Context: an optimization exercise on an open-source flow, tuned for small area, a short achievable clock period and few clock cycles per item. The choices shown serve that exercise and are no tape-out recipe. Function was checked by simulation only, so behaviour that the tests miss may differ from the original.

**flow/config.mk**
```make
export PLATFORM = sky130hd
export DESIGN_NAME = friet_ae_32_bits
export DESIGN_NICKNAME = friet_ae_32_bits
export VERILOG_FILES = /design/flow/design.v
export SDC_FILE = /design/flow/constraint.sdc
export NUM_CORES = 4
export LEC_CHECK = 0
export CAP_MARGIN = 20
export CORE_MARGIN = 2
export CORE_UTILIZATION = 40
export SETUP_SLACK_MARGIN = 2.9
export SLEW_MARGIN = 20
```
**flow/constraint.sdc**
```tcl
create_clock -name core_clock -period 5.0 [get_ports {clk}]
set_input_delay 1.0000 -clock core_clock [delete_from_list [all_inputs] [get_ports {clk}]]
set_output_delay 1.0000 -clock core_clock [all_outputs]
set_load 0.01 [all_outputs]
```
**flow/design.v**
```verilog
module friet_permutation_round (a, b, c, rc, new_a, new_b, new_c);
input [127:0] a;
input [127:0] b;
input [127:0] c;
input [4:0] rc;
output [127:0] new_a;
output [127:0] new_b;
output [127:0] new_c;
wire [127:0] cc;
wire [127:0] fm;
wire [127:0] t;
assign cc[0]  = c[0]  ^ (rc[0] & (~rc[4]));
assign cc[4]  = c[4]  ^ (rc[1] & (~rc[4]));
assign cc[8]  = c[8]  ^ (rc[2] & (~rc[4]));
assign cc[12] = c[12] ^ (rc[3] & (~rc[4]));
assign cc[16] = c[16] ^ (rc[0] & rc[4]);
assign cc[20] = c[20] ^ (rc[1] & rc[4]);
assign cc[24] = c[24] ^ (rc[2] & rc[4]);
assign cc[28] = c[28] ^ (rc[3] & rc[4]);
assign cc[3:1]    = c[3:1];
assign cc[7:5]    = c[7:5];
assign cc[11:9]   = c[11:9];
assign cc[15:13]  = c[15:13];
assign cc[19:17]  = c[19:17];
assign cc[23:21]  = c[23:21];
assign cc[27:25]  = c[27:25];
assign cc[127:29] = c[127:29];
assign fm = {a[46:0], a[127:47]} ^ {cc[47:0], cc[127:48]};
assign t = a ^ b ^ cc;
assign new_c = fm ^ a;
assign new_b = fm ^ {a[126:0], a[127]} ^ b;
assign new_a = ({new_c[60:0], new_c[127:61]} & {new_b[91:0], new_b[127:92]}) ^ t;
endmodule
module friet_permutation_rc(rc, new_rc);
input [4:0] rc;
output [4:0] new_rc;
assign new_rc[0] = rc[0] ^ rc[3];
assign new_rc[1] = rc[0];
assign new_rc[2] = rc[1];
assign new_rc[3] = rc[2];
assign new_rc[4] = ~rc[4];
endmodule
module friet_ae_32_bits(clk, arstn, din, din_valid, din_ready, dout, dout_valid, dout_ready);
input clk;
input arstn;
input [31:0] din;
input din_valid;
output din_ready;
output [31:0] dout;
output dout_valid;
input dout_ready;
parameter ROUNDS = 1;
localparam [4:0] RC_START = 5'b01111;
localparam [4:0] RC_LAST = (ROUNDS == 1)  ? 5'b11001 :
                           (ROUNDS == 2)  ? 5'b01100 :
                           (ROUNDS == 3)  ? 5'b10110 : 5'b01011;
localparam [4:0] RC_PEN  = (ROUNDS == 1)  ? 5'b01100 :
                           (ROUNDS == 2)  ? 5'b01011 :
                           (ROUNDS == 3)  ? 5'b01010 : 5'b01110;
reg [31:0] din_q;
reg vld_q;
reg din_ready_q;
reg [2:0] room;
wire take = din_valid & din_ready_q;
reg cq_noop;        
reg cq_clear;       
reg [4:0] cq_op;    
reg sq_zero;        
reg sq_gt16;        
reg sq_rnz;         
reg [3:0] sq_lastpos;
reg [2:1] sq_pmask;
reg [2:0] sq_blkn;
wire [3:0] din_low_m1 = din[3:0] - 4'd1;
wire din_gt16 = (din[31:5] != 27'd0) | (din[4] & (din[3:0] != 4'd0));
wire [1:0] din_nm1 = din_gt16 ? 2'd3 : din_low_m1[3:2];
always @(posedge clk) begin
    din_q <= din;
    cq_noop <= ~((din[7:0] >= 8'h01) & (din[7:0] <= 8'h05));
    cq_clear <= (din[7:0] == 8'h00);
    cq_op <= {din[2:0] == 3'd5, din[2:0] == 3'd4, din[2:0] == 3'd3, din[2:0] == 3'd2, din[2:0] == 3'd1};
    sq_zero <= (din == 32'd0);
    sq_gt16 <= din_gt16;
    sq_rnz <= ~din_gt16 & (din[1:0] != 2'b00);
    sq_lastpos <= {din_nm1 == 2'd3, din_nm1 == 2'd2, din_nm1 == 2'd1, din_nm1 == 2'd0};
    sq_pmask[1] <= (din[1:0] != 2'b01);
    sq_pmask[2] <= (din[1:0] == 2'b11);
    sq_blkn <= {1'b0, din_nm1} + 3'd1;
end
wire [1:0] inc;
wire data_grant;
wire size_grant;
wire [2:0] data_amt;
wire [2:0] room_inc = room + {1'b0, inc};
always @(posedge clk or negedge arstn) begin
    if (arstn == 1'b0) begin
        vld_q <= 1'b0;
        room <= 3'd2;
        din_ready_q <= 1'b1;
    end else begin
        vld_q <= take;
        if (data_grant == 1'b1 || size_grant == 1'b1) begin
            room <= data_amt;
        end else if (take == 1'b1) begin
            room <= room_inc - 3'd1;
        end else begin
            room <= room_inc;
        end
        din_ready_q <= data_grant | size_grant | (inc != 2'b00) | (take ? (room[2:1] != 2'b00) : din_ready_q);
    end
end
assign din_ready = din_ready_q;
reg p_cmd, p_size, p_data, p_orw;
reg o_abs, o_enc, o_dec, o_gtag, o_vtag;
reg busy;
reg clr;
reg pad0_pend;
reg pad0_abs;       
reg granted;
reg dec16_pend;
reg gblk_done;      
reg gtag_done;
reg orw_done;
reg [31:0] ctr;
reg gt16;           
reg [1:0] widx;
reg [4:0] rc;
reg [383:0] state;
reg [31:0] acc;
reg [31:0] reg_dout;
reg reg_dout_valid;
wire o_data = o_abs | o_enc | o_dec | o_vtag;
wire o_dup = o_abs | o_enc | o_dec;
wire [3:0] ctr_low_m1 = ctr[3:0] - 4'd1;
wire [1:0] nm1 = gt16 ? 2'd3 : ctr_low_m1[3:2];
reg [3:0] lastpos;
reg [3:1] pmask;
reg r_nz;           
reg [2:0] blk_n;
reg size_step_d;
always @(posedge clk) begin
    if (size_step == 1'b1) begin
        lastpos <= sq_lastpos;
        pmask[2:1] <= sq_pmask;
        r_nz <= sq_rnz;
        blk_n <= sq_blkn;
    end else begin
        lastpos <= {nm1 == 2'd3, nm1 == 2'd2, nm1 == 2'd1, nm1 == 2'd0};
        pmask[1] <= (ctr[1:0] != 2'b01);
        pmask[2] <= (ctr[1:0] == 2'b11);
        r_nz <= ~gt16 & (ctr[1:0] != 2'b00);
        blk_n <= {1'b0, nm1} + 3'd1;
    end
    pmask[3] <= 1'b0;
    size_step_d <= size_step;
end
wire final_blk = ~gt16;
reg [3:0] widx_1h;
reg lw_q;
reg part_q;
reg [3:1] bm_q;
reg [15:0] we_q;
reg [11:0] ip_q;
reg [3:0] np_q;
wire adv;
wire [3:0] widx_1h_n = size_step ? 4'b0001 :
                       adv ? (lw_q ? 4'b0001 : {widx_1h[2:0], 1'b0}) : widx_1h;
wire lw_n = |(widx_1h_n & lastpos);
wire part_n = lw_n & r_nz;
wire fe_n = final_blk & lw_n & ~r_nz;
wire [3:1] bm_n = {~part_n, ~part_n | pmask[2], ~part_n | pmask[1]};
wire [3:1] pb_n = {part_n & pmask[2], part_n & pmask[1] & ~pmask[2], part_n & ~pmask[1]};
integer jj, kk;
always @(posedge clk) begin
    widx_1h <= widx_1h_n;
    lw_q <= lw_n;
    part_q <= part_n;
    bm_q <= bm_n;
    for (jj = 0; jj < 4; jj = jj + 1) begin
        we_q[4*jj] <= widx_1h_n[jj] & o_dup;
        for (kk = 1; kk < 4; kk = kk + 1) begin
            we_q[4*jj+kk] <= widx_1h_n[jj] & o_dup & bm_n[kk];
            ip_q[3*jj+kk-1] <= widx_1h_n[jj] & o_dup & pb_n[kk];
        end
        np_q[jj] <= widx_1h_n[jj] & o_dup & (fe_n | (gt16 & (jj == 3)));
    end
end
wire last_w = lw_q;
wire op_last_w = final_blk & lw_q;
wire [31:0] mask = {{8{bm_q[3]}}, {8{bm_q[2]}}, {8{bm_q[1]}}, 8'hff};
wire s_idle = ~busy & ~clr & ~pad0_pend;
wire dstep = vld_q & p_data;
wire emit_ok = p_data & o_gtag & s_idle & ~gblk_done & ~size_step_d;
wire emit = emit_ok & dout_ready;
assign adv = dstep | emit;
reg [31:0] wsel;
always @(*) begin
    case (widx)
        2'd0 : wsel = state[31:0];
        2'd1 : wsel = state[63:32];
        2'd2 : wsel = state[95:64];
        default : wsel = state[127:96];
    endcase
end
wire npad0 = final_blk ? o_abs : ~o_abs;
wire spad_en = gblk_done | (dstep & o_vtag & last_w);
wire zpad_en = pad0_pend & ~busy & ~clr;
reg [159:0] rate_x;
integer j, k;
always @(*) begin
    rate_x = 160'd0;
    for (j = 0; j < 4; j = j + 1) begin
        for (k = 0; k < 4; k = k + 1) begin
            rate_x[32*j+8*k +: 8] = {8{dstep & we_q[4*j+k]}} &
                (o_dec ? (din_q[8*k +: 8] ^ state[32*j+8*k +: 8]) : din_q[8*k +: 8]);
        end
        for (k = 1; k < 4; k = k + 1) begin
            rate_x[32*j+8*k]     = rate_x[32*j+8*k]     ^ (dstep & ip_q[3*j+k-1] & o_abs);
            rate_x[32*j+8*k + 1] = rate_x[32*j+8*k + 1] ^ (dstep & ip_q[3*j+k-1]);
        end
    end
    for (j = 0; j < 4; j = j + 1) begin
        rate_x[32*(j+1)]     = rate_x[32*(j+1)]     ^ (dstep & np_q[j] & npad0);
        rate_x[32*(j+1) + 1] = rate_x[32*(j+1) + 1] ^ (dstep & np_q[j]);
    end
    rate_x[0] = rate_x[0] ^ (zpad_en & pad0_abs);
    rate_x[1] = rate_x[1] ^ zpad_en ^ spad_en;
end
wire start_perm = (dstep & last_w) | gblk_done | zpad_en;
wire [127:0] ra [0:ROUNDS];
wire [127:0] rb [0:ROUNDS];
wire [127:0] rcc [0:ROUNDS];
wire [4:0] rrc [0:ROUNDS];
assign ra[0] = state[127:0];
assign rb[0] = state[255:128];
assign rcc[0] = state[383:256];
assign rrc[0] = rc;
genvar g;
generate
    for (g = 0; g < ROUNDS; g = g + 1) begin : rounds
        friet_permutation_round round_g(
            .a(ra[g]), .b(rb[g]), .c(rcc[g]), .rc(rrc[g]),
            .new_a(ra[g+1]), .new_b(rb[g+1]), .new_c(rcc[g+1]));
        friet_permutation_rc rc_g(.rc(rrc[g]), .new_rc(rrc[g+1]));
    end
endgenerate
wire [383:0] state_round = {rcc[ROUNDS], rb[ROUNDS], ra[ROUNDS]};
wire [4:0] rc_next = rrc[ROUNDS];
always @(posedge clk) begin
    if (clr == 1'b1) begin
        state <= 384'd0;
    end else if (busy == 1'b1) begin
        state <= state_round;
    end else begin
        state[159:0] <= state[159:0] ^ rate_x;
    end
end
always @(posedge clk) begin
    if (busy == 1'b0) begin
        rc <= RC_START;
    end else begin
        rc <= rc_next;
    end
end
wire cmd_step = vld_q & p_cmd;
wire [7:0] cmd = din_q[7:0];
wire cmd_clear = cmd_step & cq_clear;
wire cmd_op = ~cq_noop;
wire size_step = vld_q & p_size;
wire size_zero = sq_zero;
always @(posedge clk or negedge arstn) begin
    if (arstn == 1'b0) begin
        busy <= 1'b0;
    end else if (cmd_clear == 1'b1) begin
        busy <= 1'b0;
    end else if (start_perm == 1'b1) begin
        busy <= 1'b1;
    end else if (busy == 1'b1 && rc == RC_LAST) begin
        busy <= 1'b0;
    end
end
always @(posedge clk or negedge arstn) begin
    if (arstn == 1'b0) begin
        clr <= 1'b1;
    end else begin
        clr <= cmd_clear;
    end
end
always @(posedge clk or negedge arstn) begin
    if (arstn == 1'b0) begin
        pad0_pend <= 1'b0;
    end else if (cmd_clear == 1'b1) begin
        pad0_pend <= 1'b0;
    end else if (size_step == 1'b1 && size_zero == 1'b1 && o_dup == 1'b1) begin
        pad0_pend <= 1'b1;
    end else if (zpad_en == 1'b1) begin
        pad0_pend <= 1'b0;
    end
end
always @(posedge clk) begin
    if (size_step == 1'b1 && size_zero == 1'b1 && o_dup == 1'b1) begin
        pad0_abs <= o_abs;
    end
end
wire blk_end = (dstep | emit) & last_w;
wire op_end = (dstep | emit) & op_last_w;
always @(posedge clk or negedge arstn) begin
    if (arstn == 1'b0) begin
        p_cmd <= 1'b1;
        p_size <= 1'b0;
        p_data <= 1'b0;
        p_orw <= 1'b0;
    end else begin
        p_cmd <= (p_cmd & ~(vld_q & cmd_op)) | (size_step & size_zero) | (op_end & ~o_vtag) | (p_orw & dout_ready);
        p_size <= (p_size & ~vld_q) | (cmd_step & cmd_op);
        p_data <= (p_data & ~op_end) | (size_step & ~size_zero);
        p_orw <= (p_orw & ~dout_ready) | (op_end & o_vtag);
    end
end
always @(posedge clk) begin
    if (cmd_step == 1'b1) begin
        o_abs <= cq_op[0];
        o_enc <= cq_op[1];
        o_dec <= cq_op[2];
        o_gtag <= cq_op[3];
        o_vtag <= cq_op[4];
    end
end
reg borrow_q;
always @(posedge clk) begin
    if (size_step == 1'b1) begin
        ctr <= din_q;
    end else begin
        if (dec16_pend == 1'b1) begin
            ctr[17:4] <= ctr[17:4] - 14'd1;
        end
        if (borrow_q == 1'b1) begin
            ctr[31:18] <= ctr[31:18] - 14'd1;
        end
    end
    borrow_q <= dec16_pend & (ctr[17:4] == 14'd0);
    gt16 <= size_step ? sq_gt16 : ((ctr[31:5] != 27'd0) | (ctr[4] & (ctr[3:0] != 4'd0)));
end
always @(posedge clk or negedge arstn) begin
    if (arstn == 1'b0) begin
        dec16_pend <= 1'b0;
        gblk_done <= 1'b0;
    end else begin
        dec16_pend <= blk_end & ~final_blk;
        gblk_done <= emit & last_w;
    end
end
always @(posedge clk) begin
    if (size_step == 1'b1) begin
        widx <= 2'd0;
    end else if (adv == 1'b1) begin
        widx <= last_w ? 2'd0 : widx + 2'd1;
    end
end
wire s_ready_soon = ~clr & ~pad0_pend & (~busy | rc == RC_PEN | rc == RC_LAST);
assign data_grant = p_data & o_data & ~granted & s_ready_soon;
assign size_grant = size_step & ~sq_zero & o_data & s_ready_soon;
always @(posedge clk) begin
    if (size_step == 1'b1) begin
        granted <= size_grant;
    end else if (dstep == 1'b1 && last_w == 1'b1) begin
        granted <= 1'b0;
    end else if (data_grant == 1'b1) begin
        granted <= 1'b1;
    end
end
always @(posedge clk or negedge arstn) begin
    if (arstn == 1'b0) begin
        gtag_done <= 1'b0;
        orw_done <= 1'b0;
    end else begin
        gtag_done <= emit & op_last_w;
        orw_done <= p_orw & dout_ready;
    end
end
assign data_amt = size_step ? (sq_blkn + {~sq_gt16 & ~o_vtag, 1'b0}) : (blk_n + {final_blk & ~o_vtag, 1'b0});
assign inc = {(size_step & sq_zero & ~o_dup) | zpad_en | gtag_done | orw_done, cmd_step & cq_noop};
wire [31:0] w_m = (o_vtag | o_gtag) ? (wsel & mask) : wsel;
wire [31:0] w_x = o_gtag ? w_m : (din_q ^ w_m);
wire [31:0] out_word = (o_enc | o_dec) ? (w_x & mask) : w_x;
always @(posedge clk) begin
    if (size_step == 1'b1) begin
        acc <= 32'd0;
    end else if (dstep == 1'b1 && o_vtag == 1'b1) begin
        acc <= acc | w_x;
    end
end
always @(posedge clk) begin
    if (p_orw == 1'b1) begin
        reg_dout <= acc;
    end else begin
        reg_dout <= out_word;
    end
end
always @(posedge clk or negedge arstn) begin
    if (arstn == 1'b0) begin
        reg_dout_valid <= 1'b0;
    end else begin
        reg_dout_valid <= (dstep & ~o_abs) | emit | (p_orw & dout_ready);
    end
end
assign dout = reg_dout;
assign dout_valid = reg_dout_valid;
endmodule
```
**flow/run.sh**
```bash
#!/bin/bash
# synth_recipe.tcl (not shown) runs the flow's synth.tcl, then flattens the netlist and writes it again
# the make line also repeats each setting of config.mk as NAME=value (left out here)
make -C /OpenROAD-flow-scripts/flow DESIGN_CONFIG=/design/flow/config.mk WORK_HOME=/design/flow/orfs CLKGATE_MAP_FILE= SYNTH_SCRIPT=/design/flow/synth_recipe.tcl finish
```
==> impl_results.html, run 1 <==
<table>
<tr><th>Metric</th><th>Value</th></tr>
<tr><th colspan="2">Yosys</th></tr>
<tr><td>Part of the Yosys area used for sequential elements</td><td>0.3470</td></tr>
<tr><td>Cells after synthesis</td><td>slightly above 4000</td></tr>
<tr><td>Main flop type after synthesis</td><td>sky130_fd_sc_hd__dfxtp_1</td></tr>
<tr><td>Number of enable-type register cells in the synthesized netlist</td><td>39</td></tr>
<tr><td>Area share of the largest cell type after synthesis</td><td>0.3034</td></tr>
<tr><td>Flop and latch count out of synthesis</td><td>a little over 600</td></tr>
<tr><td>Biggest area consumer among synthesized cells</td><td>sky130_fd_sc_hd__dfxtp_1</td></tr>
<tr><td>Number of distinct library cell variants in the gate-level netlist after synthesis</td><td>a little over 70</td></tr>
<tr><td>Warning count from the yosys run</td><td>1</td></tr>
<tr><td>Post-synthesis cell area</td><td>around 37000 µm²</td></tr>
<tr><td>Average cell area after synthesis</td><td>8.992 µm²</td></tr>
<tr><td>Leading cell types by total area after synthesis</td><td>sky130_fd_sc_hd__dfxtp_1 30%, sky130_fd_sc_hd__xnor2_1 16%, sky130_fd_sc_hd__xor2_1 7.0%</td></tr>
<tr><td>Async set-or-reset flop fraction in the synthesized netlist</td><td>0.02773</td></tr>
<tr><td>Post-synth net total</td><td>around 4100</td></tr>
<tr><th colspan="2">Placement</th></tr>
<tr><td>Gp weighted congestion</td><td>around 0.94</td></tr>
<tr><td>PortBufs</td><td>69</td></tr>
<tr><td>Placed instance count</td><td>between 5000 and 6000</td></tr>
<tr><td>Post-detail-place hpwl</td><td>between 90 and 100 mm</td></tr>
<tr><th colspan="2">Route</th></tr>
<tr><td>Final Routed Wirelength</td><td>139.8 mm</td></tr>
<tr><td>Via count</td><td>between 30000 and 40000</td></tr>
<tr><td>First DRT Iteration DRCs</td><td>between 3000 and 4000</td></tr>
<tr><td>Router iterations before antenna repair</td><td>7</td></tr>
<tr><td>Avg Vias per Cell</td><td>a little under 6</td></tr>
<tr><td>Count of antenna-violating nets left after detailed routing</td><td>0</td></tr>
<tr><td>Wire length per cell</td><td>between 20 and 30 µm</td></tr>
<tr><td>DRC violation count after routing</td><td>0</td></tr>
<tr><th colspan="2">Job</th></tr>
<tr><td>Max-cap violations</td><td>0</td></tr>
<tr><th colspan="2">Clock network</th></tr>
<tr><td>Maximum number of buffers from clock root to sink</td><td>3</td></tr>
<tr><td>Clock tree sinks</td><td>just over 600</td></tr>
<tr><td>Clock tree from TritonCTS</td><td>built</td></tr>
<tr><td>Number of buffers inserted during clock tree synthesis</td><td>70</td></tr>
<tr><td>Maximum level of the CTS H-tree</td><td>3</td></tr>
<tr><td>Root Buffer Master</td><td>sky130_fd_sc_hd__clkbuf_16</td></tr>
<tr><td>Clk pin slew, worst setup/hold paths</td><td>0.06 ns</td></tr>
<tr><td>Quantity of hold-fixing buffers added after cts</td><td>0</td></tr>
<tr><td>Insertion delay of the later-clocked pin in the worst-skew pair</td><td>0.63 ns</td></tr>
<tr><th colspan="2">Timing</th></tr>
<tr><td>Number of pins with negative max-slew slack in the final report</td><td>0</td></tr>
<tr><td>Tmin final</td><td>~2.4 ns</td></tr>
<tr><td>Post-route setup TNS</td><td>0 ns</td></tr>
<tr><td>Actual transition at the worst max-transition pin</td><td>roughly 1.3 ns</td></tr>
<tr><td>Final setup vio count</td><td>0</td></tr>
<tr><td>Unrepaired setup endpoints after global routing</td><td>true</td></tr>
<tr><td>Fraction of the cycle the final worst path needs</td><td>0.4789</td></tr>
<tr><td>Final hold vios</td><td>0</td></tr>
<tr><td>Fmax</td><td>417.7 MHz</td></tr>
<tr><td>Slew margin rel.</td><td>0.1620</td></tr>
<tr><td>Final worst clock skew</td><td>around 0.023 ns</td></tr>
<tr><th colspan="2">Global routing</th></tr>
<tr><td>Number of antenna violations at the first check in global routing</td><td>1</td></tr>
<tr><td>Overall track demand over capacity in global routing</td><td>0.2802</td></tr>
<tr><td>First-pass GRT wire length</td><td>between 150 and 200 mm</td></tr>
<tr><td>Vias in the first global route</td><td>27820</td></tr>
<tr><td>Total global routing overflow</td><td>0</td></tr>
<tr><td>Maximum number of pins on one net before global-route repair</td><td>between 100 and 150</td></tr>
<tr><th colspan="2">Critical path</th></tr>
<tr><td>Critical path fanouts, max</td><td>3</td></tr>
<tr><td>CP Class</td><td>reg -&gt; reg</td></tr>
<tr><td>Data required time of the worst path</td><td>around 5.6 ns</td></tr>
<tr><td>Reg2reg setup slack</td><td>roughly 2.6 ns</td></tr>
<tr><td>Crit start category</td><td>flip-flop</td></tr>
<tr><td>Arrival time of the worst setup path</td><td>around 3.0 ns</td></tr>
<tr><td>Capturing element type of the critical path</td><td>flip-flop</td></tr>
<tr><th colspan="2">Hold path</th></tr>
<tr><td>Type of the worst min-delay path</td><td>reg -&gt; reg</td></tr>
<tr><th colspan="2">Floorplan</th></tr>
<tr><td>Die span in y</td><td>307.1 µm</td></tr>
<tr><td>Effective utilization at floorplan</td><td>0.4022</td></tr>
<tr><td>Die outline width</td><td>slightly above 300 µm</td></tr>
<tr><td>Top-level port count</td><td>70</td></tr>
<tr><td>Placement row count</td><td>about 110</td></tr>
<tr><td>Die Outline Area</td><td>94320 µm²</td></tr>
<tr><td>Placeable core area</td><td>91390 µm²</td></tr>
<tr><th colspan="2">Layout</th></tr>
<tr><td>Area Overhead vs Synth</td><td>18.56%</td></tr>
<tr><td>Final net count</td><td>around 4100</td></tr>
<tr><td>Number of non-filler instances in the completed layout</td><td>5292</td></tr>
<tr><td>Filler cell count in the final layout</td><td>8530</td></tr>
<tr><td>Antenna diode instance count</td><td>0</td></tr>
<tr><td>Proportion of layout cells with a drive suffix above 1</td><td>0.1413</td></tr>
<tr><th colspan="2">Status</th></tr>
<tr><td>Run status</td><td>complete, no violations</td></tr>
</table>
area by class of cell:
type | instances | area [µm²] | share of cell area
Tap cell | 1186 | 1484 | 0.03406
Inverter | 39 | 176.4 | 0.004049
Sequential cell | 613 | 12780 | 0.2934
Clock inverter | 22 | 330.3 | 0.007581
Timing Repair inverter | 1 | 16.27 | 0.0003733
Multi-Input combinational cell | 3096 | 24130 | 0.5538
Timing Repair Buffer | 230 | 2585 | 0.05933
Clock buffer | 105 | 2067 | 0.04744
per-stage QoR:
stage               area [µm²]    util  setup WS (ns)  hold WS [ns]
floorplan                36860       -          2.566        0.3855
global placement         38020  0.4160          1.308        0.3878
detailed placement       38020  0.4160          1.284        0.3910
CTS                      41860  0.4581          2.622        0.4054
global route             43570  0.4768          2.566        0.4094
finish                   43570  0.4768          2.606        0.4066
state kept, by name, summed over array words and instances, names as in the netlist, 2 cells and up:
| register | flops |
|---|---|
| np_q | 4 |
| sq_pmask | 2 |
| cq_op | 5 |
| sq_blkn | 2 |
| bm_q | 3 |
| ip_q | 12 |
| lastpos | 4 |
| sq_lastpos | 4 |
| ctr | 32 |
| widx_1h | 4 |
| blk_n | 2 |
| rc | 5 |
| pmask | 2 |
| room | 3 |
| reg_dout | 32 |
| state | 384 |
| widx | 2 |
| acc | 32 |
| din_q | 32 |
| we_q | 16 |
logic make-up (layout without fill, tap and decap cells):
logic type	after synthesis	in the layout	synth area share
mux	144	144	0.03966
fa+ha+maj	20	20	0.007013
flops	613	613	0.3470
xor+xnor	1092	1092	0.3046
simple gates	1083	1088	0.1312
buf+inv	383	397	0.03990
compound gates	752	752	0.1306
synthesized netlist by cell type (all sizes together), types with 22 or more instances:
cell    number
a211oi      57
a21oi      125
a222oi      32
a22o        27
a22oi       95
and3        29
buf         50
clkbuf     294
dfxtp      557
edfxtp      39
inv         36
mux2i      134
nand2      427
nand2b      48
nand3       27
nand3b      22
nor2       366
nor2b       41
nor3        35
nor4        25
o21ai      258
o22ai       87
or3         25
xnor2      680
xnor3      114
xor2       294
layout by cell type (no fill, tap or decap), types with 16 or more instances in the layout:
master                            instances
sky130_fd_sc_hd__nor2_1                 353
sky130_fd_sc_hd__clkbuf_16               82
sky130_fd_sc_hd__edfxtp_1                39
sky130_fd_sc_hd__nand2_1                410
sky130_fd_sc_hd__a21oi_2                 34
sky130_fd_sc_hd__buf_12                  29
sky130_fd_sc_hd__a222oi_1                32
sky130_fd_sc_hd__buf_6                   32
sky130_fd_sc_hd__nor3_1                  21
sky130_fd_sc_hd__a21oi_1                 87
sky130_fd_sc_hd__nor2b_1                 38
sky130_fd_sc_hd__or3_1                   21
sky130_fd_sc_hd__inv_1                   30
sky130_fd_sc_hd__o21ai_0                250
sky130_fd_sc_hd__nand3b_1                22
sky130_fd_sc_hd__a221oi_1                16
sky130_fd_sc_hd__buf_4                   79
sky130_fd_sc_hd__a211oi_2                18
sky130_fd_sc_hd__clkbuf_1                20
sky130_fd_sc_hd__xnor3_1                114
sky130_fd_sc_hd__xor2_1                 286
sky130_fd_sc_hd__dfxtp_1                543
sky130_fd_sc_hd__a211oi_1                33
sky130_fd_sc_hd__nand2b_1                43
sky130_fd_sc_hd__clkdlybuf4s50_1         18
sky130_fd_sc_hd__a22o_1                  27
sky130_fd_sc_hd__xnor2_1                657
sky130_fd_sc_hd__o22ai_1                 86
sky130_fd_sc_hd__mux2i_1                131
sky130_fd_sc_hd__buf_2                   32
sky130_fd_sc_hd__a22oi_1                 94
sky130_fd_sc_hd__xnor2_2                 21
final timing paths:
kind                       depth (start not counted)  endpoint     start
max                                                6   room[1]       clr
min                                                0     o_enc  cq_op[1]
max reg2reg                                        6   room[1]       clr
min reg2reg                                        0     o_enc  cq_op[1]
max in group asynchronous                          1      busy     arstn
min in group asynchronous                          1    p_size     arstn
per-layer routing:
layer	global-route usage	routed length [µm]
met1	0.3672	55110
met5	0	0
met4	0.1804	10510
met3	0.05045	14240
met2	0.4247	59980
critical path, stage by stage, from the launching register on:
cell                        delay, ns
sky130_fd_sc_hd__dfstp_4         0.68
sky130_fd_sc_hd__nor2_4          0.07
sky130_fd_sc_hd__a2111oi_4       0.43
sky130_fd_sc_hd__fa_1            0.54
sky130_fd_sc_hd__ha_4            0.23
sky130_fd_sc_hd__mux2_2          0.25
sky130_fd_sc_hd__mux2i_1         0.12
repair_timing:
action	4_1_cts	5_1_grt
buffers inserted	45	63
gates cloned	11	11
setup endpoints to repair	525	189
resized for setup	391	214
pin swaps	50	89
Testbench counts, summed over its fixed seeds: cycles 192,210, bytes 106,199.
==> inputs of run 2 (changes only) <==
--- a/flow/config.mk
+++ b/flow/config.mk
@@ -5,8 +5,10 @@
 export SDC_FILE = /design/flow/constraint.sdc
 export NUM_CORES = 4
 export LEC_CHECK = 0
+export ABC_AREA = 1
 export CAP_MARGIN = 20
 export CORE_MARGIN = 2
-export CORE_UTILIZATION = 40
+export CORE_UTILIZATION = 65
+export PLACE_DENSITY = 0.8
 export SETUP_SLACK_MARGIN = 2.9
 export SLEW_MARGIN = 20
==> impl_results.html, run 2 <==
<table>
<tr><th>Metric</th><th>Value</th></tr>
<tr><th colspan="2">Yosys</th></tr>
<tr><td>Largest family of logic cells by synthesized area</td><td>XOR/XNOR gates (unchanged)</td></tr>
<tr><td>Main flop type after synthesis</td><td>sky130_fd_sc_hd__dfxtp_1 (unchanged)</td></tr>
<tr><td>Multiplexer fraction of the synthesized cell area</td><td>0.0002933 (was 0.03966)</td></tr>
<tr><td>Area share of the largest cell type after synthesis</td><td>0.3267 (was 0.3034)</td></tr>
<tr><td>Share of synthesized cell area in full adder, half adder and majority cells</td><td>0.007552 (was 0.007013)</td></tr>
<tr><td>Post-synthesis share of cell area spent on xor and xnor gates</td><td>0.2315 (was 0.3046)</td></tr>
<tr><td>Flop and latch count out of synthesis</td><td>613 (unchanged)</td></tr>
<tr><td>Fraction of the mapped netlist area in compound gates</td><td>0.1665 (was 0.1306)</td></tr>
<tr><td>Cells after synthesis</td><td>4385 (was 4087)</td></tr>
<tr><td>Part of the Yosys area used for sequential elements</td><td>0.3736 (was 0.3470)</td></tr>
<tr><td>Warning count from the yosys run</td><td>1 (unchanged)</td></tr>
<tr><td>Post-synthesis cell area</td><td>34130 µm² (was 36750 µm²)</td></tr>
<tr><td>Average cell area after synthesis</td><td>7.783 µm² (was 8.992 µm²)</td></tr>
<tr><td>Most used standard cell by instance count after synthesis</td><td>sky130_fd_sc_hd__nand2_1 (was sky130_fd_sc_hd__xnor2_1)</td></tr>
<tr><td>Post-synth net total</td><td>4441 (was 4143)</td></tr>
<tr><td>Number of enable-type register cells in the synthesized netlist</td><td>39 (unchanged)</td></tr>
<tr><td>Biggest area consumer among synthesized cells</td><td>sky130_fd_sc_hd__dfxtp_1 (unchanged)</td></tr>
<tr><td>Async set-or-reset flop fraction in the synthesized netlist</td><td>0.02773 (unchanged)</td></tr>
<tr><td>Leading cell types by total area after synthesis</td><td>sky130_fd_sc_hd__dfxtp_1 33%, sky130_fd_sc_hd__xnor2_1 13%, sky130_fd_sc_hd__xor2_1 10% (was sky130_fd_sc_hd__dfxtp_1 30%, sky130_fd_sc_hd__xnor2_1 16%, sky130_fd_sc_hd__xor2_1 7.0%)</td></tr>
<tr><td>Number of distinct library cell variants in the gate-level netlist after synthesis</td><td>50 (was 71)</td></tr>
<tr><td>Top cell types by occurrence after synthesis</td><td>637 x sky130_fd_sc_hd__nand2_1, 557 x sky130_fd_sc_hd__dfxtp_1, 505 x sky130_fd_sc_hd__o21ai_0, 505 x sky130_fd_sc_hd__xnor2_1, 411 x sky130_fd_sc_hd__inv_1 (was 680 x sky130_fd_sc_hd__xnor2_1, 557 x sky130_fd_sc_hd__dfxtp_1, 427 x sky130_fd_sc_hd__nand2_1, 366 x sky130_fd_sc_hd__nor2_1)</td></tr>
<tr><td>Basic-gate share of the synthesized area counting and, or, nand and nor cells</td><td>0.1413 (was 0.1312)</td></tr>
<tr><th colspan="2">Global routing</th></tr>
<tr><td>Maximum number of pins on one net before global-route repair</td><td>117 (was 146)</td></tr>
<tr><td>Vias in the first global route</td><td>29600 (was 27820)</td></tr>
<tr><td>Overall track demand over capacity in global routing</td><td>0.4712 (was 0.2802)</td></tr>
<tr><td>Total global routing overflow</td><td>0 (unchanged)</td></tr>
<tr><td>First-pass GRT wire length</td><td>188.0 mm (was 193.8 mm)</td></tr>
<tr><td>Number of antenna violations at the first check in global routing</td><td>3 (was 1)</td></tr>
<tr><th colspan="2">Floorplan</th></tr>
<tr><td>Die span in y</td><td>233.1 µm (was 307.1 µm)</td></tr>
<tr><td>Placeable core area</td><td>51610 µm² (was 91390 µm²)</td></tr>
<tr><td>Effective utilization at floorplan</td><td>0.6612 (was 0.4022)</td></tr>
<tr><td>Die Outline Area</td><td>54350 µm² (was 94320 µm²)</td></tr>
<tr><td>Placement row count</td><td>83 (was 111)</td></tr>
<tr><td>Die outline width</td><td>233.1 µm (was 307.1 µm)</td></tr>
<tr><td>Top-level port count</td><td>70 (unchanged)</td></tr>
<tr><th colspan="2">Job</th></tr>
<tr><td>Max-cap violations</td><td>0 (unchanged)</td></tr>
<tr><th colspan="2">Critical path</th></tr>
<tr><td>Combined buffer and inverter count along the critical path</td><td>1 (was 0)</td></tr>
<tr><td>Beginning of the critical path</td><td>din_ready_q (was clr)</td></tr>
<tr><td>Cell-by-cell trace of the critical path</td><td>buf_6 (was nor2_4, a2111oi_4, fa_1, ha_4, mux2_2, mux2i_1)</td></tr>
<tr><td>Critical path fanouts, max</td><td>2 (was 3)</td></tr>
<tr><td>Critical Path Slowest Stage Cell</td><td>sky130_fd_sc_hd__dfstp_2 (was sky130_fd_sc_hd__dfstp_4)</td></tr>
<tr><td>Reg2reg path depth</td><td>10 (was 6)</td></tr>
<tr><td>Data required time of the worst path</td><td>4.00 ns (was 5.56 ns)</td></tr>
<tr><td>Reg2reg setup slack</td><td>2.71 ns (was 2.61 ns)</td></tr>
<tr><td>Launch instance of the worst register-to-register path</td><td>vld_q (was clr)</td></tr>
<tr><td>Capturing element type of the critical path</td><td>output pin (was flip-flop)</td></tr>
<tr><td>Largest stage delay, worst path</td><td>0.55 ns (was 0.68 ns)</td></tr>
<tr><td>Crit start category</td><td>flip-flop (unchanged)</td></tr>
<tr><td>CP Depth</td><td>1 (was 6)</td></tr>
<tr><td>Arrival time of the worst setup path</td><td>1.29 ns (was 2.95 ns)</td></tr>
<tr><td>CP Class</td><td>reg -&gt; out (was reg -&gt; reg)</td></tr>
<tr><td>Worst path top cell family by delay</td><td>flip-flops (was adder cells)</td></tr>
<tr><th colspan="2">Route</th></tr>
<tr><td>Wire length per cell</td><td>26.15 µm (was 26.42 µm)</td></tr>
<tr><td>Final Routed Wirelength</td><td>133.3 mm (was 139.8 mm)</td></tr>
<tr><td>Count of antenna-violating nets left after detailed routing</td><td>0 (unchanged)</td></tr>
<tr><td>DRC violation count after routing</td><td>0 (unchanged)</td></tr>
<tr><td>Router iterations before antenna repair</td><td>9 (was 7)</td></tr>
<tr><td>Via count</td><td>32480 (was 30610)</td></tr>
<tr><td>Avg Vias per Cell</td><td>6.369 (was 5.784)</td></tr>
<tr><td>First DRT Iteration DRCs</td><td>5425 (was 3752)</td></tr>
<tr><th colspan="2">Clock network</th></tr>
<tr><td>Quantity of hold-fixing buffers added after cts</td><td>0 (unchanged)</td></tr>
<tr><td>Maximum number of buffers from clock root to sink</td><td>3 (unchanged)</td></tr>
<tr><td>Clock tree sinks</td><td>613 (unchanged)</td></tr>
<tr><td>Number of buffers inserted during clock tree synthesis</td><td>69 (was 70)</td></tr>
<tr><td>Root Buffer Master</td><td>sky130_fd_sc_hd__clkbuf_16 (unchanged)</td></tr>
<tr><td>Clk pin slew, worst setup/hold paths</td><td>0.06 ns (about the same)</td></tr>
<tr><td>Maximum level of the CTS H-tree</td><td>3 (unchanged)</td></tr>
<tr><td>Insertion delay of the later-clocked pin in the worst-skew pair</td><td>0.64 ns (was 0.63 ns)</td></tr>
<tr><td>Clock tree from TritonCTS</td><td>built (unchanged)</td></tr>
<tr><th colspan="2">Layout</th></tr>
<tr><td>Area used by multi-input combinational logic</td><td>19540 µm² (was 24130 µm²)</td></tr>
<tr><td>Largest Register</td><td>state (unchanged)</td></tr>
<tr><td>Final net count</td><td>4420 (was 4107)</td></tr>
<tr><td>Commonest cells after routing, fill and taps aside</td><td>622 x sky130_fd_sc_hd__nand2_1, 542 x sky130_fd_sc_hd__dfxtp_1, 494 x sky130_fd_sc_hd__o21ai_0, 489 x sky130_fd_sc_hd__xnor2_1, 397 x sky130_fd_sc_hd__inv_1 (was 657 x sky130_fd_sc_hd__xnor2_1, 543 x sky130_fd_sc_hd__dfxtp_1, 410 x sky130_fd_sc_hd__nand2_1, 353 x sky130_fd_sc_hd__nor2_1, 286 x sky130_fd_sc_hd__xor2_1)</td></tr>
<tr><td>Filler cell count in the final layout</td><td>3696 (was 8530)</td></tr>
<tr><td>Proportion of layout cells with a drive suffix above 1</td><td>0.1046 (was 0.1413)</td></tr>
<tr><td>Reg area</td><td>12790 µm² (was 12780 µm²)</td></tr>
<tr><td>Area Overhead vs Synth</td><td>14.58% (was 18.56%)</td></tr>
<tr><td>Max FFs per register</td><td>384 (unchanged)</td></tr>
<tr><td>Leading cell type in the layout, fill and taps excluded</td><td>sky130_fd_sc_hd__nand2_1 (was sky130_fd_sc_hd__xnor2_1)</td></tr>
<tr><td>Layout Utilization</td><td>0.7577 (was 0.4768)</td></tr>
<tr><th colspan="2">Timing</th></tr>
<tr><td>Fraction of the cycle the final worst path needs</td><td>0.4583 (was 0.4789)</td></tr>
<tr><td>Fmax</td><td>436.4 MHz (was 417.7 MHz)</td></tr>
<tr><td>Unrepaired setup endpoints after global routing</td><td>true (unchanged)</td></tr>
<tr><td>Final hold vios</td><td>0 (unchanged)</td></tr>
<tr><td>Tmin final</td><td>2.291 ns (was 2.394 ns)</td></tr>
<tr><td>Actual transition at the worst max-transition pin</td><td>0.8781 ns (was 1.257 ns)</td></tr>
<tr><td>Final setup vio count</td><td>0 (unchanged)</td></tr>
<tr><td>Final worst clock skew</td><td>0.02535 ns (was 0.02296 ns)</td></tr>
<tr><td>Slew margin rel.</td><td>0.4138 (was 0.1620)</td></tr>
<tr><td>Number of pins with negative max-slew slack in the final report</td><td>0 (unchanged)</td></tr>
<tr><td>Post-route setup TNS</td><td>0 ns (unchanged)</td></tr>
<tr><th colspan="2">Hold path</th></tr>
<tr><td>Type of the worst min-delay path</td><td>reg -&gt; reg (unchanged)</td></tr>
<tr><td>Worst hold path stage count</td><td>0 (unchanged)</td></tr>
<tr><td>Hold Startpoint</td><td>cq_op[3] (was cq_op[1])</td></tr>
<tr><th colspan="2">Status</th></tr>
<tr><td>Run status</td><td>complete, no violations (unchanged)</td></tr>
<tr><th colspan="2">Placement</th></tr>
<tr><td>PortBufs</td><td>69 (unchanged)</td></tr>
<tr><td>Gp weighted congestion</td><td>1.045 (was 0.9369)</td></tr>
<tr><td>Post-detail-place hpwl</td><td>89.71 mm (was 93.83 mm)</td></tr>
</table>
run 2: cell count changes in the layout (fill, tap and decap cells not counted), moves of 43 or more:
| cell | previous run | this run |
|---|---|---|
| sky130_fd_sc_hd__a21oi_1 | 87 | 337 |
| sky130_fd_sc_hd__xnor2_1 | 657 | 489 |
| sky130_fd_sc_hd__nand3_1 | 13 | 91 |
| sky130_fd_sc_hd__xor2_1 | 286 | 388 |
| sky130_fd_sc_hd__inv_1 | 30 | 397 |
| sky130_fd_sc_hd__nor2_1 | 353 | 179 |
| sky130_fd_sc_hd__o21ai_0 | 250 | 494 |
| sky130_fd_sc_hd__mux2i_1 | 131 | 1 |
| sky130_fd_sc_hd__a22oi_1 | 94 | 3 |
| sky130_fd_sc_hd__nand2b_1 | 43 | 0 |
| sky130_fd_sc_hd__o22ai_1 | 86 | 25 |
| sky130_fd_sc_hd__xnor3_1 | 114 | 0 |
| sky130_fd_sc_hd__nand2_1 | 410 | 622 |
run 2: layer usage:
metal / up-vias / share of wire / track usage
met1: 15000 / 0.34 / 0.5760
met3: 753 / 0.15 / 0.1361
met5: - / 0.00095 / 0
li1: 14120 / - / -
met4: 4 / 0.11 / 0.3893
met2: 2602 / 0.41 / 0.6863
run 2: final cells by class:
| type | count | area share |
|---|---|---|
| Sequential cell | 613 | 0.3271 |
| Inverter | 420 | 0.04297 |
| Clock inverter | 32 | 0.01110 |
| Timing Repair Buffer | 182 | 0.04742 |
| Clock buffer | 91 | 0.04934 |
| Timing Repair inverter | 2 | 0.0004159 |
| Antenna cell | 3 | 0.0001920 |
| Multi-Input combinational cell | 3076 | 0.4997 |
| Tap cell | 680 | 0.02176 |
run 2: kinds of logic after synthesis:
family / count (synthesis)
muxes: 1
AOI/OAI and AO/OA: 1031
DFF: 613
and+or+nand+nor: 1119
buffers and inverters: 699
xor gates and xnor gates: 902
adders and majority gates: 20
run 2: path summary, 6_finish.rpt:
| kind | end |
|---|---|
| setup / recovery | din_ready |
| hold / removal | o_gtag |
| setup reg to reg | state[104] |
| hold reg to reg | o_gtag |
| max in group asynchronous | busy |
| min in group asynchronous | reg_dout_valid |
run 2: through the flow:
step | hold WS, ns | setup slack (ns) | cell area (µm²) | instances
3_5_place_dp | 0.3978 | 1.715 | 34890 | 4885
4_1_cts | 0.4081 | 2.711 | 38090 | 5046
5_1_grt | 0.4232 | 2.657 | 39100 | 5096
2_1_floorplan | 0.3749 | 2.839 | 34210 | 4385
3_3_place_gp | 0.3878 | 1.856 | 34890 | 4885
6_report | 0.4099 | 2.709 | 39110 | 5099
run 2: timing repair:
action,in CTS,in global routing
setup buffers,32,46
resized for setup,299,113
endpoints found under the hold margin,0,0
cloned,6,4
pin swaps,22,30
setup endpoints to repair,538,260
==> inputs of run 3 (changes only) <==
--- a/flow/config.mk
+++ b/flow/config.mk
@@ -8,7 +8,7 @@
 export ABC_AREA = 1
 export CAP_MARGIN = 20
 export CORE_MARGIN = 2
-export CORE_UTILIZATION = 65
-export PLACE_DENSITY = 0.8
+export CORE_UTILIZATION = 55
+export PLACE_DENSITY = 0.7
 export SETUP_SLACK_MARGIN = 2.9
 export SLEW_MARGIN = 20
==> impl_results.html, run 3 <==
<table>
<tr><th>Metric</th><th>Value</th></tr>
<tr><th colspan="2">Status</th></tr>
<tr><td>Run status</td><td>complete, no violations (unchanged)</td></tr>
<tr><th colspan="2">Layout</th></tr>
<tr><td>Area used by multi-input combinational logic</td><td>19450 µm² (was 19540 µm²)</td></tr>
<tr><td>Commonest cells after routing, fill and taps aside</td><td>625 x sky130_fd_sc_hd__nand2_1, 540 x sky130_fd_sc_hd__dfxtp_1, 496 x sky130_fd_sc_hd__o21ai_0, 487 x sky130_fd_sc_hd__xnor2_1, 398 x sky130_fd_sc_hd__inv_1 (was 622 x sky130_fd_sc_hd__nand2_1, 542 x sky130_fd_sc_hd__dfxtp_1, 494 x sky130_fd_sc_hd__o21ai_0, 489 x sky130_fd_sc_hd__xnor2_1, 397 x sky130_fd_sc_hd__inv_1)</td></tr>
<tr><td>Reg area</td><td>12800 µm² (was 12790 µm²)</td></tr>
<tr><td>Final net count</td><td>4427 (was 4420)</td></tr>
<tr><td>Largest Register</td><td>state (unchanged)</td></tr>
<tr><td>Max FFs per register</td><td>384 (unchanged)</td></tr>
<tr><td>Filler cell count in the final layout</td><td>5228 (was 3696)</td></tr>
<tr><td>Proportion of layout cells with a drive suffix above 1</td><td>0.1032 (was 0.1046)</td></tr>
<tr><td>Layout Utilization</td><td>0.6389 (was 0.7577)</td></tr>
<tr><td>Number of non-filler instances in the completed layout</td><td>5223 (was 5099)</td></tr>
<tr><td>Area Overhead vs Synth</td><td>15.10% (was 14.58%)</td></tr>
<tr><td>Leading cell type in the layout, fill and taps excluded</td><td>sky130_fd_sc_hd__nand2_1 (unchanged)</td></tr>
<tr><th colspan="2">Yosys</th></tr>
<tr><td>Most used standard cell by instance count after synthesis</td><td>sky130_fd_sc_hd__nand2_1 (unchanged)</td></tr>
<tr><td>Warning count from the yosys run</td><td>1 (unchanged)</td></tr>
<tr><td>Area share of the largest cell type after synthesis</td><td>0.3267 (unchanged)</td></tr>
<tr><td>Number of distinct library cell variants in the gate-level netlist after synthesis</td><td>50 (unchanged)</td></tr>
<tr><td>Cells after synthesis</td><td>4385 (unchanged)</td></tr>
<tr><td>Number of enable-type register cells in the synthesized netlist</td><td>39 (unchanged)</td></tr>
<tr><td>Post-synthesis cell area</td><td>34130 µm² (unchanged)</td></tr>
<tr><td>Post-synth net total</td><td>4441 (unchanged)</td></tr>
<tr><td>Post-synthesis share of cell area spent on xor and xnor gates</td><td>0.2315 (unchanged)</td></tr>
<tr><td>Biggest area consumer among synthesized cells</td><td>sky130_fd_sc_hd__dfxtp_1 (unchanged)</td></tr>
<tr><td>Top cell types by occurrence after synthesis</td><td>637 x sky130_fd_sc_hd__nand2_1, 557 x sky130_fd_sc_hd__dfxtp_1, 505 x sky130_fd_sc_hd__o21ai_0, 505 x sky130_fd_sc_hd__xnor2_1, 411 x sky130_fd_sc_hd__inv_1 (unchanged)</td></tr>
<tr><td>Multiplexer fraction of the synthesized cell area</td><td>0.0002933 (unchanged)</td></tr>
<tr><td>Largest family of logic cells by synthesized area</td><td>XOR/XNOR gates (unchanged)</td></tr>
<tr><td>Main flop type after synthesis</td><td>sky130_fd_sc_hd__dfxtp_1 (unchanged)</td></tr>
<tr><td>Fraction of the mapped netlist area in compound gates</td><td>0.1665 (unchanged)</td></tr>
<tr><td>Average cell area after synthesis</td><td>7.783 µm² (unchanged)</td></tr>
<tr><td>Leading cell types by total area after synthesis</td><td>sky130_fd_sc_hd__dfxtp_1 33%, sky130_fd_sc_hd__xnor2_1 13%, sky130_fd_sc_hd__xor2_1 10% (unchanged)</td></tr>
<tr><td>Share of synthesized cell area in full adder, half adder and majority cells</td><td>0.007552 (unchanged)</td></tr>
<tr><td>Flop and latch count out of synthesis</td><td>613 (unchanged)</td></tr>
<tr><td>Basic-gate share of the synthesized area counting and, or, nand and nor cells</td><td>0.1413 (unchanged)</td></tr>
<tr><td>Part of the Yosys area used for sequential elements</td><td>0.3736 (unchanged)</td></tr>
<tr><td>Async set-or-reset flop fraction in the synthesized netlist</td><td>0.02773 (unchanged)</td></tr>
<tr><th colspan="2">Critical path</th></tr>
<tr><td>Critical Path Slowest Stage Cell</td><td>sky130_fd_sc_hd__dfstp_2 (unchanged)</td></tr>
<tr><td>Largest stage delay, worst path</td><td>0.54 ns (was 0.55 ns)</td></tr>
<tr><td>Crit start category</td><td>flip-flop (unchanged)</td></tr>
<tr><td>Critical path fanouts, max</td><td>2 (unchanged)</td></tr>
<tr><td>Combined buffer and inverter count along the critical path</td><td>1 (unchanged)</td></tr>
<tr><td>CP Class</td><td>reg -&gt; out (unchanged)</td></tr>
<tr><td>Capturing element type of the critical path</td><td>output pin (unchanged)</td></tr>
<tr><td>Arrival time of the worst setup path</td><td>1.28 ns (was 1.29 ns)</td></tr>
<tr><td>Cell-by-cell trace of the critical path</td><td>buf_6 (unchanged)</td></tr>
<tr><td>Worst path top cell family by delay</td><td>flip-flops (unchanged)</td></tr>
<tr><td>Data required time of the worst path</td><td>4.00 ns (about the same)</td></tr>
<tr><th colspan="2">Floorplan</th></tr>
<tr><td>Placeable core area</td><td>61480 µm² (was 51610 µm²)</td></tr>
<tr><td>Effective utilization at floorplan</td><td>0.5551 (was 0.6612)</td></tr>
<tr><td>Die span in y</td><td>253.1 µm (was 233.1 µm)</td></tr>
<tr><td>Placement row count</td><td>91 (was 83)</td></tr>
<tr><td>Die outline width</td><td>253.1 µm (was 233.1 µm)</td></tr>
<tr><td>Die Outline Area</td><td>64060 µm² (was 54350 µm²)</td></tr>
<tr><td>Top-level port count</td><td>70 (unchanged)</td></tr>
<tr><th colspan="2">Timing</th></tr>
<tr><td>Fraction of the cycle the final worst path needs</td><td>0.4551 (was 0.4583)</td></tr>
<tr><td>Post-route setup TNS</td><td>0 ns (unchanged)</td></tr>
<tr><td>Actual transition at the worst max-transition pin</td><td>0.8545 ns (was 0.8781 ns)</td></tr>
<tr><td>Final worst clock skew</td><td>0.02465 ns (was 0.02535 ns)</td></tr>
<tr><td>Number of pins with negative max-slew slack in the final report</td><td>0 (unchanged)</td></tr>
<tr><td>Fmax</td><td>439.4 MHz (was 436.4 MHz)</td></tr>
<tr><td>Slew margin rel.</td><td>0.4303 (was 0.4138)</td></tr>
<tr><td>Unrepaired setup endpoints after global routing</td><td>true (unchanged)</td></tr>
<tr><td>Worst slack on hold paths</td><td>0.4036 ns (was 0.4099 ns)</td></tr>
<tr><td>Final setup vio count</td><td>0 (unchanged)</td></tr>
<tr><td>Final hold vios</td><td>0 (unchanged)</td></tr>
<tr><td>Tmin final</td><td>2.276 ns (was 2.291 ns)</td></tr>
<tr><th colspan="2">Clock network</th></tr>
<tr><td>Clk pin slew, worst setup/hold paths</td><td>0.06 ns (about the same)</td></tr>
<tr><td>Insertion delay of the later-clocked pin in the worst-skew pair</td><td>0.65 ns (was 0.64 ns)</td></tr>
<tr><td>Clock tree from TritonCTS</td><td>built (unchanged)</td></tr>
<tr><td>Quantity of hold-fixing buffers added after cts</td><td>0 (unchanged)</td></tr>
<tr><td>Root Buffer Master</td><td>sky130_fd_sc_hd__clkbuf_16 (unchanged)</td></tr>
<tr><td>Maximum level of the CTS H-tree</td><td>3 (unchanged)</td></tr>
<tr><td>Clock tree sinks</td><td>613 (unchanged)</td></tr>
<tr><td>Number of buffers inserted during clock tree synthesis</td><td>72 (was 69)</td></tr>
<tr><td>Maximum number of buffers from clock root to sink</td><td>3 (unchanged)</td></tr>
<tr><th colspan="2">Route</th></tr>
<tr><td>Count of antenna-violating nets left after detailed routing</td><td>0 (unchanged)</td></tr>
<tr><td>First DRT Iteration DRCs</td><td>4372 (was 5425)</td></tr>
<tr><td>Wire length per cell</td><td>24.67 µm (was 26.15 µm)</td></tr>
<tr><td>Via count</td><td>31370 (was 32480)</td></tr>
<tr><td>DRC violation count after routing</td><td>0 (unchanged)</td></tr>
<tr><td>Final Routed Wirelength</td><td>128.8 mm (was 133.3 mm)</td></tr>
<tr><td>Router iterations before antenna repair</td><td>8 (was 9)</td></tr>
<tr><td>Avg Vias per Cell</td><td>6.006 (was 6.369)</td></tr>
<tr><th colspan="2">Global routing</th></tr>
<tr><td>Total global routing overflow</td><td>0 (unchanged)</td></tr>
<tr><td>Number of antenna violations at the first check in global routing</td><td>2 (was 3)</td></tr>
<tr><td>Overall track demand over capacity in global routing</td><td>0.3927 (was 0.4712)</td></tr>
<tr><td>First-pass GRT wire length</td><td>184.6 mm (was 188.0 mm)</td></tr>
<tr><td>Vias in the first global route</td><td>28460 (was 29600)</td></tr>
<tr><td>Maximum number of pins on one net before global-route repair</td><td>119 (was 117)</td></tr>
<tr><th colspan="2">Placement</th></tr>
<tr><td>PortBufs</td><td>69 (unchanged)</td></tr>
<tr><td>Gp weighted congestion</td><td>1.034 (was 1.045)</td></tr>
<tr><td>Post-detail-place hpwl</td><td>91.04 mm (was 89.71 mm)</td></tr>
<tr><td>Placed instance count</td><td>4994 (was 4885)</td></tr>
<tr><th colspan="2">Job</th></tr>
<tr><td>Max-cap violations</td><td>0 (unchanged)</td></tr>
<tr><th colspan="2">Hold path</th></tr>
<tr><td>Type of the worst min-delay path</td><td>reg -&gt; reg (unchanged)</td></tr>
</table>
==> run 3: layout make-up <==
| type | instances | share of cell area |
|---|---|---|
| timing repair inverter | 1 | 0.0001911 |
| sequential | 613 | 0.3257 |
| clock buffer | 102 | 0.05281 |
| timing repair buffer | 188 | 0.04746 |
| multi-input combinational | 3075 | 0.4951 |
| inverter | 420 | 0.04239 |
| antenna | 4 | 0.0002548 |
| clock inverter | 30 | 0.01086 |
| tap | 790 | 0.02516 |
==> run 3: metal layers <==
| layer | global-route usage | vias to the layer above | wire, µm |
|---|---|---|---|
| met1 | 0.4999 | 14720 | 48670 |
| met5 | 0 | - | 0 |
| met4 | 0.3060 | 0 | 12160 |
| li1 | - | 14160 | - |
| met2 | 0.5677 | 1975 | 52890 |
| met3 | 0.09848 | 517 | 15120 |
==> run 3: timing repair <==
| action | 4_1_cts | 5_1_grt |
|---|---|---|
| cloned | 4 | 2 |
| buffers inserted | 49 | 38 |
| gates resized for setup | 296 | 90 |
| endpoints found under the setup margin | 556 | 243 |
| pin swaps | 31 | 29 |
==> run 3: cell families after synthesis <==
family,Yosys count
XOR/XNOR,902
AND/OR/NAND/NOR,1119
flip-flops,613
buffers and inverters,699
multiplexers,1
AO/OA/AOI/OAI,1031
adder cells (fa/ha/maj),20
==> run 3: metrics by stage <==
step                      setup WS, ns  area (µm²)
final                            2.724       39280
after global routing             2.689       39270
after CTS                        2.711       38570
after detailed placement         1.657       35010
after global placement           1.658       35010
after floorplan                  2.839       34210
==> run 3: final timing paths <==
kind                       slack (ns)  cells past startpoint         from              to
min in group asynchronous        0.82                      1        arstn  reg_dout_valid
setup / recovery                 2.72                      1  din_ready_q       din_ready
setup reg to reg                 2.77                      9          clr         room[2]
max in group asynchronous        3.62                      1        arstn            busy
hold reg to reg                  0.40                      0     cq_op[3]          o_gtag
hold / removal                   0.40                      0     cq_op[3]          o_gtag
==> inputs of run 4 (changes only) <==
--- a/flow/config.mk
+++ b/flow/config.mk
@@ -10,5 +10,5 @@
 export CORE_MARGIN = 2
 export CORE_UTILIZATION = 55
 export PLACE_DENSITY = 0.7
-export SETUP_SLACK_MARGIN = 2.9
+export SETUP_SLACK_MARGIN = 2.7
 export SLEW_MARGIN = 20
==> impl_results.html, run 4 <==
<table>
<tr><th>Metric</th><th>Value</th></tr>
<tr><th colspan="2">Status</th></tr>
<tr><td>Run status</td><td>complete, no violations (unchanged)</td></tr>
<tr><th colspan="2">Floorplan</th></tr>
<tr><td>Die outline width</td><td>253.1 µm (unchanged)</td></tr>
<tr><td>Placement row count</td><td>91 (unchanged)</td></tr>
<tr><td>Top-level port count</td><td>70 (unchanged)</td></tr>
<tr><td>Die Outline Area</td><td>64060 µm² (unchanged)</td></tr>
<tr><th colspan="2">Yosys</th></tr>
<tr><td>Cells after synthesis</td><td>4385 (unchanged)</td></tr>
<tr><td>Multiplexer fraction of the synthesized cell area</td><td>0.0002933 (unchanged)</td></tr>
<tr><td>Most used standard cell by instance count after synthesis</td><td>sky130_fd_sc_hd__nand2_1 (unchanged)</td></tr>
<tr><td>Top cell types by occurrence after synthesis</td><td>637 x sky130_fd_sc_hd__nand2_1, 557 x sky130_fd_sc_hd__dfxtp_1, 505 x sky130_fd_sc_hd__o21ai_0, 505 x sky130_fd_sc_hd__xnor2_1, 411 x sky130_fd_sc_hd__inv_1 (unchanged)</td></tr>
<tr><td>Basic-gate share of the synthesized area counting and, or, nand and nor cells</td><td>0.1413 (unchanged)</td></tr>
<tr><td>Share of synthesized cell area in full adder, half adder and majority cells</td><td>0.007552 (unchanged)</td></tr>
<tr><td>Average cell area after synthesis</td><td>7.783 µm² (unchanged)</td></tr>
<tr><td>Warning count from the yosys run</td><td>1 (unchanged)</td></tr>
<tr><td>Post-synthesis share of cell area spent on xor and xnor gates</td><td>0.2315 (unchanged)</td></tr>
<tr><td>Fraction of the mapped netlist area in compound gates</td><td>0.1665 (unchanged)</td></tr>
<tr><td>Post-synthesis cell area</td><td>34130 µm² (unchanged)</td></tr>
<tr><td>Async set-or-reset flop fraction in the synthesized netlist</td><td>0.02773 (unchanged)</td></tr>
<tr><td>Main flop type after synthesis</td><td>sky130_fd_sc_hd__dfxtp_1 (unchanged)</td></tr>
<tr><th colspan="2">Timing</th></tr>
<tr><td>Number of pins with negative max-slew slack in the final report</td><td>0 (unchanged)</td></tr>
<tr><td>Unrepaired setup endpoints after global routing</td><td>true (unchanged)</td></tr>
<tr><td>Worst slack on hold paths</td><td>0.4063 ns (was 0.4036 ns)</td></tr>
<tr><td>Tmin final</td><td>2.381 ns (was 2.276 ns)</td></tr>
<tr><td>Fmax</td><td>420.1 MHz (was 439.4 MHz)</td></tr>
<tr><th colspan="2">Clock network</th></tr>
<tr><td>Clock tree from TritonCTS</td><td>built (unchanged)</td></tr>
<tr><td>Clock tree sinks</td><td>613 (unchanged)</td></tr>
<tr><td>Quantity of hold-fixing buffers added after cts</td><td>0 (unchanged)</td></tr>
<tr><td>Maximum number of buffers from clock root to sink</td><td>3 (unchanged)</td></tr>
<tr><td>Clk pin slew, worst setup/hold paths</td><td>0.06 ns (about the same)</td></tr>
<tr><th colspan="2">Route</th></tr>
<tr><td>Via count</td><td>31080 (was 31370)</td></tr>
<tr><td>Router iterations before antenna repair</td><td>8 (unchanged)</td></tr>
<tr><td>Count of antenna-violating nets left after detailed routing</td><td>0 (unchanged)</td></tr>
<tr><td>Final Routed Wirelength</td><td>126.2 mm (was 128.8 mm)</td></tr>
<tr><th colspan="2">Placement</th></tr>
<tr><td>Placed instance count</td><td>4994 (unchanged)</td></tr>
<tr><td>Post-detail-place hpwl</td><td>89.41 mm (was 91.04 mm)</td></tr>
<tr><th colspan="2">Global routing</th></tr>
<tr><td>Maximum number of pins on one net before global-route repair</td><td>172 (was 119)</td></tr>
<tr><td>Total global routing overflow</td><td>0 (unchanged)</td></tr>
<tr><td>Overall track demand over capacity in global routing</td><td>0.3862 (was 0.3927)</td></tr>
<tr><td>Number of antenna violations at the first check in global routing</td><td>2 (unchanged)</td></tr>
<tr><th colspan="2">Hold path</th></tr>
<tr><td>Type of the worst min-delay path</td><td>reg -&gt; reg (unchanged)</td></tr>
<tr><th colspan="2">Critical path</th></tr>
<tr><td>Critical path fanouts, max</td><td>19 (was 2)</td></tr>
<tr><td>Capturing element type of the critical path</td><td>flip-flop (was output pin)</td></tr>
<tr><td>Crit start category</td><td>flip-flop (unchanged)</td></tr>
<tr><td>CP Class</td><td>reg -&gt; reg (was reg -&gt; out)</td></tr>
<tr><th colspan="2">Job</th></tr>
<tr><td>Max-cap violations</td><td>0 (unchanged)</td></tr>
<tr><th colspan="2">Layout</th></tr>
<tr><td>Proportion of layout cells with a drive suffix above 1</td><td>0.07125 (was 0.1032)</td></tr>
<tr><td>Area Overhead vs Synth</td><td>11.63% (was 15.10%)</td></tr>
</table>
-- run 4: cell counts after synthesis --
No cell type changed its count.
-- run 4: logic make-up (layout without fill, tap and decap cells) --
kind of cell             count (synthesis)  in the layout
multiplexers                             1              1
buffers and inverters                  699            678
adder cells (fa/ha/maj)                 20             20
AND/OR/NAND/NOR                       1119           1120
flip-flops                             613            613
XOR/XNOR                               902            902
other                                    0              4
AO/OA/AOI/OAI                         1031           1031
-- run 4: layout make-up --
type	instances	area [µm²]	area share
Inverter	420	1628	0.04273
Sequential cell	613	12770	0.3352
Multi-Input combinational cell	3074	19100	0.5013
Timing Repair inverter	1	7.507	0.0001971
Antenna cell	4	10.01	0.0002627
Tap cell	790	988.4	0.02595
Clock buffer	93	1927	0.05058
Timing Repair Buffer	131	1303	0.03419
Clock inverter	33	365.4	0.009590
-- run 4: what timing repair did --
action | 4_1_cts | 5_1_grt
pin swaps | 11 | 12
gates cloned | 2 | 1
buffers inserted | 15 | 17
hold endpoints to repair | 0 | 0
endpoints found under the setup margin | 408 | 162
resized for setup | 117 | 54
-- run 4: critical path, cell delays in order (launching register included) --
cell                      delay (ns)
sky130_fd_sc_hd__dfrtp_2        0.44
sky130_fd_sc_hd__buf_12         0.13
sky130_fd_sc_hd__nand2_8        0.17
sky130_fd_sc_hd__nor2_4         0.46
sky130_fd_sc_hd__inv_1          0.38
sky130_fd_sc_hd__o21ai_0        0.25
sky130_fd_sc_hd__a21oi_1        0.08
sky130_fd_sc_hd__or2_2          0.30
-- run 4: path summary, 6_finish.rpt --
kind | from | to | slack [ns] | depth (start not counted)
worst max register to register | vld_q | state[75] | 2.62 | 7
min in group asynchronous | arstn | p_orw | 0.82 | 1
worst max-delay path | vld_q | state[75] | 2.62 | 7
worst min register to register | cq_op[0] | o_abs | 0.41 | 0
worst min-delay path | cq_op[0] | o_abs | 0.41 | 0
max in group asynchronous | arstn | busy | 3.60 | 1
-- run 4: through the flow --
stage / setup WS (ns) / util
6_report: 2.619 / 0.6196
5_1_grt: 2.635 / 0.6195
4_1_cts: 2.646 / 0.6132
3_5_place_dp: 1.722 / 0.5687
3_3_place_gp: 1.680 / 0.5687
2_1_floorplan: 2.735 / -
-- run 4: per-layer routing --
layer / up-vias / global-route usage / part of all wire
met3: 514 / 0.09694 / 0.12
met1: 14540 / 0.4963 / 0.38
li1: 14030 / - / -
met2: 1987 / 0.5568 / 0.41
met5: - / 0 / 0.00014
met4: 2 / 0.2921 / 0.089

-- re-timing with driven ports --
How much do the figures lean on ideal ports? The routed layouts below were timed once more, with nothing changed but the port constraints.
Step 1, drivers: a clkbuf_16 drives clk and a buf_2 each remaining input, both assumed.
Step 2 also shifts input and output timing later by t, the mid clock arrival at the registers, as if the neighbouring blocks saw the same clock.
Slacks: ideal ports / drivers / drivers and shift; pairs: ideal ports / drivers.
| run | t (ns) | setup WS [ns] | worst slew at a driven data input, ns |
|---|---|---|---|
| run 1 | 0.691 | 2.606 / 2.606 / 2.027 | 0.05 |
| run 2 | 0.697 | 2.709 / 2.644 / 2.304 | 0.03 |
| run 3 | 0.700 | 2.724 / 2.658 / 2.323 | 0.04 |
| run 4 | 0.695 | 2.619 / 2.619 / 2.097 | 0.03 |
After both steps every run listed still meets setup and hold. For run 1, which loses most, drivers alone change the setup slack by 0.000 ns; drivers and shift together by -0.579 ns.
